From an optimization exercise on the open Yosys and OpenROAD flow, aimed at small area, a short achievable clock period and few clock cycles; shortcuts taken in it are not production practice. In this exercise RTL edits were held to simulation tests only and were not proved equivalent to the original. Power is estimated from default activity; no workload was simulated.

File: design/flow/run.sh
#!/bin/bash
# synth_recipe.tcl (not shown) runs the flow's synth.tcl, then flattens the netlist and writes it again
# the make line also repeats each setting of config.mk as NAME=value (left out here)
make -C /OpenROAD-flow-scripts/flow DESIGN_CONFIG=/design/flow/config.mk WORK_HOME=/design/flow/orfs CLKGATE_MAP_FILE= SYNTH_SCRIPT=/design/flow/synth_recipe.tcl finish
File: design/flow/config.mk
export PLATFORM = sky130hd
export DESIGN_NAME = ipdc
export DESIGN_NICKNAME = ipdc
export VERILOG_FILES = /design/flow/design.v
export SDC_FILE = /design/flow/constraint.sdc
export NUM_CORES = 4
export LEC_CHECK = 0
export CAP_MARGIN = 20
export CORE_MARGIN = 2
export CORE_UTILIZATION = 40
export SLEW_MARGIN = 20
File: design/flow/constraint.sdc
create_clock -name core_clock -period 10.0 [get_ports {i_clk}]
set_input_delay 2.0000 -clock core_clock [delete_from_list [all_inputs] [get_ports {i_clk}]]
set_output_delay 2.0000 -clock core_clock [all_outputs]
set_load 0.01 [all_outputs]
File: design/flow/design.v
module ycbcr(
    input   [ 7: 0] R,
    input   [ 7: 0] G,
    input   [ 7: 0] B,
    output  [ 7: 0] Y,
    output  [ 7: 0] Cb,
    output  [ 7: 0] Cr
);
wire    [10: 0] Y_;
wire    [10: 0] Cb_;
wire    [10: 0] Cr_;
assign Y_   = {2'b0, R, 1'b0} + {1'b0, G, 2'b0} + {3'b0, G};
assign Y    = Y_[10: 3] + {7'b0, Y_[2]};
assign Cb_  = {1'b1, 10'b0} - {3'b0, R} - {2'b0, G, 1'b0} + {1'b0, B, 2'b0};
assign Cb   = Cb_[10: 3] + {7'b0, Cb_[2]};
assign Cr_  = {1'b1, 10'b0} + {1'b0, R, 2'b0} - {2'b0, G, 1'b0} - {3'b0, G} - {3'b0, B};
assign Cr   = Cr_[10: 3] + {7'b0, Cr_[2]};
endmodule
module sort3_8 (
    input  [7:0] a, b, c,
    output [7:0] lo, md, hi
);
wire ab = (a >= b);
wire ac = (a >= c);
wire bc = (b >= c);
assign hi = (ab & ac)   ? a : (bc  ? b : c);
assign lo = (~ab & ~ac) ? a : (~bc ? b : c);
assign md = ab ? (bc ? b : (ac ? c : a)) : (ac ? a : (bc ? c : b));
endmodule
module max3_8 (input [7:0] a, b, c, output [7:0] y);
wire ab = (a >= b);
wire ac = (a >= c);
wire bc = (b >= c);
assign y = (ab & ac) ? a : (bc ? b : c);
endmodule
module min3_8 (input [7:0] a, b, c, output [7:0] y);
wire ab = (a >= b);
wire ac = (a >= c);
wire bc = (b >= c);
assign y = (~ab & ~ac) ? a : (~bc ? b : c);
endmodule
module med3_8 (input [7:0] a, b, c, output [7:0] y);
wire ab = (a >= b);
wire ac = (a >= c);
wire bc = (b >= c);
assign y = ab ? (bc ? b : (ac ? c : a)) : (ac ? a : (bc ? c : b));
endmodule
module median_ch (
    input        clk,
    input  [7:0] top, mid, bot,      
    input        lz, rz,             
    output reg [7:0] med             
);
wire [7:0] l0, m0, h0;
sort3_8 u_sort (.a(top), .b(mid), .c(bot), .lo(l0), .md(m0), .hi(h0));
reg [7:0] l1, m1, h1;    
reg [7:0] l2, m2, h2;    
reg [7:0] l3, m3, h3;    
always @(posedge clk) begin
    {l1, m1, h1} <= {l0, m0, h0};
    {l2, m2, h2} <= {l1, m1, h1};
    {l3, m3, h3} <= {l2, m2, h2};
end
wire [7:0] la = lz ? 8'd0 : l3, ma = lz ? 8'd0 : m3, ha = lz ? 8'd0 : h3;
wire [7:0] lc = rz ? 8'd0 : l1, mc = rz ? 8'd0 : m1, hc = rz ? 8'd0 : h1;
wire [7:0] mx, md, mn;
max3_8 u_mx (.a(la), .b(l2), .c(lc), .y(mx));
med3_8 u_md (.a(ma), .b(m2), .c(mc), .y(md));
min3_8 u_mn (.a(ha), .b(h2), .c(hc), .y(mn));
reg [7:0] s_mx, s_md, s_mn;
always @(posedge clk) {s_mx, s_md, s_mn} <= {mx, md, mn};
wire [7:0] fin;
med3_8 u_fin (.a(s_mx), .b(s_md), .c(s_mn), .y(fin));
always @(posedge clk) med <= fin;
endmodule
module ipdc (                        
	input         i_clk,
	input         i_rst_n,
	input         i_op_valid,
	input  [ 2:0] i_op_mode,
	input         i_in_valid,
	input  [23:0] i_in_data,
	output        o_in_ready,
	output        o_out_valid,
	output [23:0] o_out_data
);
reg  [1535:0] ring;
wire [  23:0] rp [0:63];
genvar gi;
generate
    for (gi = 0; gi < 64; gi = gi + 1) begin : g_rp
        assign rp[gi] = ring[24*gi +: 24];
    end
endgenerate
reg  [23:0] in_q;            
reg         ld_ins;          
reg         ld_first;        
reg         med_ins;         
wire [23:0] med_res;
wire [23:0] ring_in = med_ins ? med_res : (ld_ins ? in_q : rp[0]);
always @(posedge i_clk) begin
    ring <= {ring_in, ring[1535:24]};
    in_q <= i_in_data;
end
reg [5:0] B;
always @(posedge i_clk or negedge i_rst_n) begin
    if (!i_rst_n)               B <= 6'd0;
    else if (ld_ins & ld_first) B <= 6'd63;
    else                        B <= B - 6'd1;
end
wire op_load = i_op_valid & (i_op_mode == 3'd0);
wire op_disp = i_op_valid & (i_op_mode != 3'd0) & ~i_op_mode[2] | i_op_valid & (i_op_mode == 3'd4);
wire op_med  = i_op_valid & (i_op_mode == 3'd5);
wire op_cs   = i_op_valid & (i_op_mode[2:1] == 2'b11);
reg in_ready_r;
always @(posedge i_clk or negedge i_rst_n) begin
    if (!i_rst_n) in_ready_r <= 1'b0;
    else          in_ready_r <= op_load;
end
assign o_in_ready = in_ready_r;
reg [5:0] icnt;
always @(posedge i_clk or negedge i_rst_n) begin
    if (!i_rst_n) begin
        icnt     <= 6'd0;
        ld_ins   <= 1'b0;
        ld_first <= 1'b0;
    end
    else begin
        if (i_in_valid) icnt <= icnt + 6'd1;
        ld_ins   <= i_in_valid;
        ld_first <= i_in_valid & (icnt == 6'd0);
    end
end
wire ld_done = i_in_valid & (icnt == 6'd63);
reg       med_pend;
reg [5:0] ins_cnt;
wire      med_go = (med_pend | op_med) & (B == 6'd1);
always @(posedge i_clk or negedge i_rst_n) begin
    if (!i_rst_n) begin
        med_pend <= 1'b0;
        med_ins  <= 1'b0;
        ins_cnt  <= 6'd0;
    end
    else begin
        if (med_go) begin
            med_ins  <= 1'b1;
            ins_cnt  <= 6'd0;
            med_pend <= 1'b0;
        end
        else begin
            if (op_med) med_pend <= 1'b1;
            if (med_ins) begin
                ins_cnt <= ins_cnt + 6'd1;
                if (ins_cnt == 6'd63) med_ins <= 1'b0;
            end
        end
    end
end
wire med_done = med_ins & (ins_cnt == 6'd61);
wire [5:0] m_next = 6'd9 - B;
wire [5:0] n_now  = 6'd7 - B;
reg mtop, mbot, lz, rz;
reg [7:0] dly_lz;
always @(posedge i_clk) begin
    mtop <= (m_next[5:3] == 3'd0);
    mbot <= (m_next[5:3] == 3'd7);
    lz   <= (n_now[2:0] == 3'd0);
    rz   <= (n_now[2:0] == 3'd7);
end
wire [23:0] tap_t = rp[0]  & {24{~mtop}};
wire [23:0] tap_m = rp[8];
wire [23:0] tap_b = rp[16] & {24{~mbot}};
wire [23:0] med3c;
generate
    for (gi = 0; gi < 3; gi = gi + 1) begin : g_med
        median_ch u_ch (
            .clk (i_clk),
            .top (tap_t[8*gi +: 8]),
            .mid (tap_m[8*gi +: 8]),
            .bot (tap_b[8*gi +: 8]),
            .lz  (lz),
            .rz  (rz),
            .med (med3c[8*gi +: 8])
        );
    end
endgenerate
reg [23:0] md4, md5, md6, md7;
always @(posedge i_clk) begin
    md4 <= med3c;
    md5 <= md4;
    md6 <= md5;
    md7 <= md6;
end
assign med_res = md7;
reg [2:0] ox, oy;
reg       ymode;
wire [2:0] ox1 = (ox < 3'd4) ? ox + 3'd1 : ox;
wire [2:0] oy2 = (oy < 3'd4) ? oy + 3'd1 : oy;
wire [5:0] Bn  = B - 6'd1;
wire [5:0] q1 = Bn + {oy, ox1};
wire [5:0] q2 = Bn + {oy2, ox};
wire [5:0] q3 = Bn;
wire [5:0] q4 = Bn + 6'd18;
function [15:0] onehot16(input [3:0] k);
    begin
        onehot16    = 16'd0;
        onehot16[k] = 1'b1;
    end
endfunction
reg [5:0]  q_is;
always @(*) begin
    case (i_op_mode)
        3'd1:    q_is = q1;
        3'd2:    q_is = q2;
        3'd3:    q_is = q3;
        default: q_is = q4;
    endcase
end
reg        dw;           
reg [5:0]  qw;           
reg        run;          
reg [3:0]  cnt;
reg [15:0] ksel;         
wire [5:0] qn = qw - 6'd1;
always @(posedge i_clk or negedge i_rst_n) begin
    if (!i_rst_n) begin
        ox    <= 3'd0;
        oy    <= 3'd0;
        ymode <= 1'b0;
        dw    <= 1'b0;
        qw    <= 6'd0;
        run   <= 1'b0;
        cnt   <= 4'd0;
        ksel  <= 16'd0;
    end
    else begin
        if (op_cs) ymode <= ~i_op_mode[0];
        if (op_disp) begin
            case (i_op_mode)
                3'd1:    begin ox <= ox1;  end
                3'd2:    begin oy <= oy2;  end
                3'd3:    begin ox <= 3'd0; oy <= 3'd0; end
                default: begin ox <= 3'd2; oy <= 3'd2; end
            endcase
            if (q_is[1:0] == 2'd2) begin
                run  <= 1'b1;
                cnt  <= 4'd0;
                ksel <= onehot16(q_is[5:2]);
            end
            else begin
                dw <= 1'b1;
                qw <= q_is;
            end
        end
        else if (dw) begin
            qw <= qn;
            if (qn[1:0] == 2'd2) begin
                dw   <= 1'b0;
                run  <= 1'b1;
                cnt  <= 4'd0;
                ksel <= onehot16(qn[5:2]);
            end
        end
        if (run) begin
            cnt <= cnt + 4'd1;
            if (cnt[1:0] == 2'd3) ksel <= {ksel[14:0], ksel[15]};
            if (cnt == 4'd15) run <= 1'b0;
        end
    end
end
reg [23:0] pix;
integer k;
always @(*) begin
    pix = 24'd0;
    for (k = 0; k < 16; k = k + 1)
        pix = pix | (rp[4*k + 2'd2] & {24{ksel[k]}});
end
reg [23:0] px_r;
reg        pv;
always @(posedge i_clk) px_r <= pix;
wire [7:0] Y, Cb, Cr;
ycbcr u_ycbcr (px_r[7:0], px_r[15:8], px_r[23:16], Y, Cb, Cr);
reg [23:0] od;
reg        ov;
always @(posedge i_clk) od <= ymode ? {Cr, Cb, Y} : pix;
always @(posedge i_clk or negedge i_rst_n) begin
    if (!i_rst_n) begin
        pv <= 1'b0;
        ov <= 1'b0;
    end
    else begin
        pv <= run;
        ov <= (ymode ? pv : run) | ld_done | med_done | op_cs;
    end
end
assign o_out_valid = ov;
assign o_out_data  = od;
endmodule
==> summary.txt <==
cell type report:
| cell class | count | area share |
|---|---|---|
| Sequential cell | 2080 | 0.589 |
| Multi-Input combinational cell | 2319 | 0.256 |
| Timing Repair Buffer | 85 | 0.0108 |
| Tap cell | 2044 | 0.0359 |
| Antenna cell | 1 | 0.0000351 |
| Clock buffer | 266 | 0.0779 |
| Inverter | 284 | 0.0150 |
| Clock inverter | 86 | 0.0157 |
power by group:
group	switching [uW]	internal, uW
Combinational	3860	2570
Clock	3160	4320
Sequential	495	9010
worst max-delay path, stage by stage:
cell             delay (ns)
clkdlybuf4s50_1        0.67
nand2b_1               0.28
nor2_1                 0.31
nor2_1                 0.13
xor2_1                 0.16
ha_1                   0.22
fa_1                   0.47
maj3_1                 0.36
o31ai_1                0.51
nor3_1                 0.23
a31oi_1                0.47
buf_4                  0.33
a221o_1                0.17
o21ai_0                0.07
o31ai_1                0.10
cells by family after synthesis:
family | synth area share
and+or+nand+nor | 0.0654
DFF | 0.680
xor gates and xnor gates | 0.00931
buffers and inverters | 0.0249
AOI/OAI and AO/OA | 0.0996
adders and majority gates | 0.0956
muxes | 0.0255
metrics by stage:
step	total power (uW)	area, um2
floorplan	14100	61700
global placement	16000	64600
detailed placement	16100	64600
CTS	23600	71200
global route	24800	71300
finish	23400	71300
cell usage in the layout (no fill, tap or decap), types with 45 or more instances in the layout:
cell type	n
mux2i_1	93
dfxtp_1	2018
a21o_1	73
clkbuf_16	193
dfrtp_1	58
ha_1	424
nand2_1	152
nor2b_1	90
a21oi_1	164
mux2_2	57
a22o_1	93
a221oi_1	143
clkbuf_8	45
nor2_1	193
clkdlybuf4s50_1	55
nand2b_1	191
inv_1	283
o21ai_0	165
flip-flops by register name (all words and copies together), names as in the netlist, 16 cells and up:
signal / cells
md6: 24
g_med.u_ch.s_mn: 24
md7: 24
g_med.u_ch.m1: 24
in_q: 24
od: 24
md4: 24
ring: 1536
g_med.u_ch.l3: 24
g_med.u_ch.h3: 24
g_med.u_ch.s_mx: 24
md5: 24
ksel: 16
g_med.u_ch.l2: 24
px_r: 24
g_med.u_ch.l1: 24
g_med.u_ch.h2: 24
g_med.u_ch.med: 24
g_med.u_ch.h1: 24
g_med.u_ch.m2: 24
g_med.u_ch.m3: 24
g_med.u_ch.s_md: 24
synth_stat cells, types with 93 or more instances:
master	count
dfxtp_1	2020
ha_1	424
inv_1	283
nor2_1	193
nand2b_1	191
a21oi_1	165
o21ai_0	165
nand2_1	152
a221oi_1	143
clkbuf_1	107
a22o_1	93
mux2i_1	93
worst max-delay path by stage:
stage / end / slack (ns) / cells past startpoint
6_report: ksel[12] / 4.20 / 15
5_1_grt: ksel[12] / 3.88 / 15
4_1_cts: ksel[12] / 4.30 / 15
3_5_place_dp: ksel[12] / 3.45 / 15
3_3_place_gp: ksel[12] / 3.52 / 15
2_1_floorplan: ksel[13] / 5.09 / 14
per-layer routing:
metal,vias to the layer above,global-route usage,part of all wire
met1,16300,0.243,0.52
met2,616,0.248,0.43
met4,0,0.0442,0.018
li1,16900,-,-
met3,184,0.0286,0.039
met5,-,0,0
==> flow_metrics.py <==
metrics = {
    "timing": {
        "post-route-period-util": 0.580,
        "setup_tns_ns": 0,
        "layout_setup_ws_ns": 4.20,
        "whs_ns": 0.307,
        "setup_violations": 0,
        "rsz0062_at_grt": "false",
        "finalHoldViolations": 0,
        "relSlewSlack": 0.290,
        "fin_crit_ns": 5.80,
        "worstMarginPinSlew_ns": 1.06,
        "max_freq_mhz": 172,
        "slew_viol_final": 0,
        "finClkSkew_ns": 0.0575,
    },
    "detailed_routing": {
        "drt-total-wl_mm": 130,
        "drc": 0,
        "ant_nets": 0,
        "num_vias": 34100,
        "wl_per_cell_um": 18.1,
        "viasPerCell": 4.76,
        "drtPass1Iterations": 6,
        "drtIter0Drc": 2021,
    },
    "yosys": {
        "synth_largest_area_cell": "dfxtp_1",
        "synth_area_um2": 61700,
        "ys.flop_type": "dfxtp_1",
        "synth_edf_count": 0,
        "synth_fp_nets": 5287,
        "ys_types": 82,
        "syn_area_per_cell_um2": 12.8,
        "synth_area_leaders": "dfxtp_1, ha_1, dfrtp_1",
        "synth-seq-cells": 2080,
        "yosysTopAreaCellShare": 0.655,
        "syn_inst": 4803,
        "yosys_warnings": 2,
        "synthArstFlopShare": 0.0288,
        "ys_seq_area_frac": 0.680,
    },
    "worst_hold_path": {
        "worstHoldStart": "ring[866]",
        "hp-class": "reg -> reg",
        "min_path_cells": 0,
        "whs_endpoint": "ring[842]",
    },
    "die": {
        "die_h_um": 397,
        "num_io_pins": 57,
        "row_count": 144,
        "core_um2": 154000,
        "die-area_um2": 157000,
        "die_x_um": 397,
        "initial_utilization": 0.401,
    },
    "critical_path": {
        "worstPathMaxFanout": 16,
        "cp.arrival_ns": 6.50,
        "timing.rr.start": "lz",
        "regToRegSetupSlack_ns": 5.78,
        "required_ns": 10.70,
        "critical_path_class": "in -> reg",
        "startpoint": "i_op_mode[2]",
        "reg2regPathDepth": 12,
        "crit_path_end_kind": "register",
        "r2r-end": "g_med[1].u_ch.s_md[0]",
        "cp-start-kind": "input pin",
    },
    "pwr": {
        "power_density_nw_per_um2": 329,
        "peakVddDrop_mv": 0.336,
        "power.leakage_uw": 0.0299,
    },
    "place": {
        "dp_hpwl_mm": 86.9,
        "gp_congestion": 0.845,
        "dp_slack_ns": 3.45,
        "dp.cells": 6812,
        "portBuffers": 56,
    },
    "clocking": {
        "cts_resized": 0,
        "post_cts_buffers": 0,
        "numClockSinks": 2080,
        "cts_tree": "done",
        "htreeDepth": 4,
        "cts_buffers": 192,
        "clkLatencyLatePin_ns": 0.80,
        "clk_path_buf_depth": 3,
        "hold_buffers": 0,
        "path_clk_slew_ns": 0.06,
        "cts-root-buf": "clkbuf_16",
    },
    "grt": {
        "grt-ovfl-total": 0,
        "grt_max_degree": 61,
        "grt.total_usage": 0.165,
        "grt_pass1_vias": 34500,
        "grt_pass1_wl_mm": 202,
        "antenna_found_initial": 3,
    },
    "cells_and_area": {
        "final_core_util": 0.464,
        "nets": 5446,
        "fill_cells": 13600,
        "ff_latch_area_um2": 41900,
        "multi_input_area_um2": 18300,
        "finalNonFillerCells": 7165,
        "drive_above_1_share": 0.0879,
        "syn_to_final_growth_pct": 15.5,
    },
    "job": {
        "cap_violations": 0,
    },
    "status": {
        "status": "finished clean",
    },
}
Testbench counts, summed over its fixed seeds: cycles 15,536.

-- re-timing with driven ports --
In the flow no input, the clock included, has a driving cell. The finished layout below was timed again as built, in two steps. Step 1 sets driving cells, clkbuf_16 on the clock port and buf_2 on the other inputs (assumed; they add their load-dependent delay and slew). Step 2, shift: input delay + t, output delay - t, t = (earliest + latest rising clock arrival at the registers) / 2. This alone moves slack from input paths to output paths. Slacks: ideal ports / drivers / drivers and shift; pairs: ideal ports / drivers.
t (ns): 0.855
setup WS [ns]: 4.201 / 4.261 / 3.405
worst data-port slew with drivers (ns): 0.04
After both steps this run still meets setup and hold. The setup slack of this run moves by +0.060 ns with the drivers and by -0.796 ns with both steps.
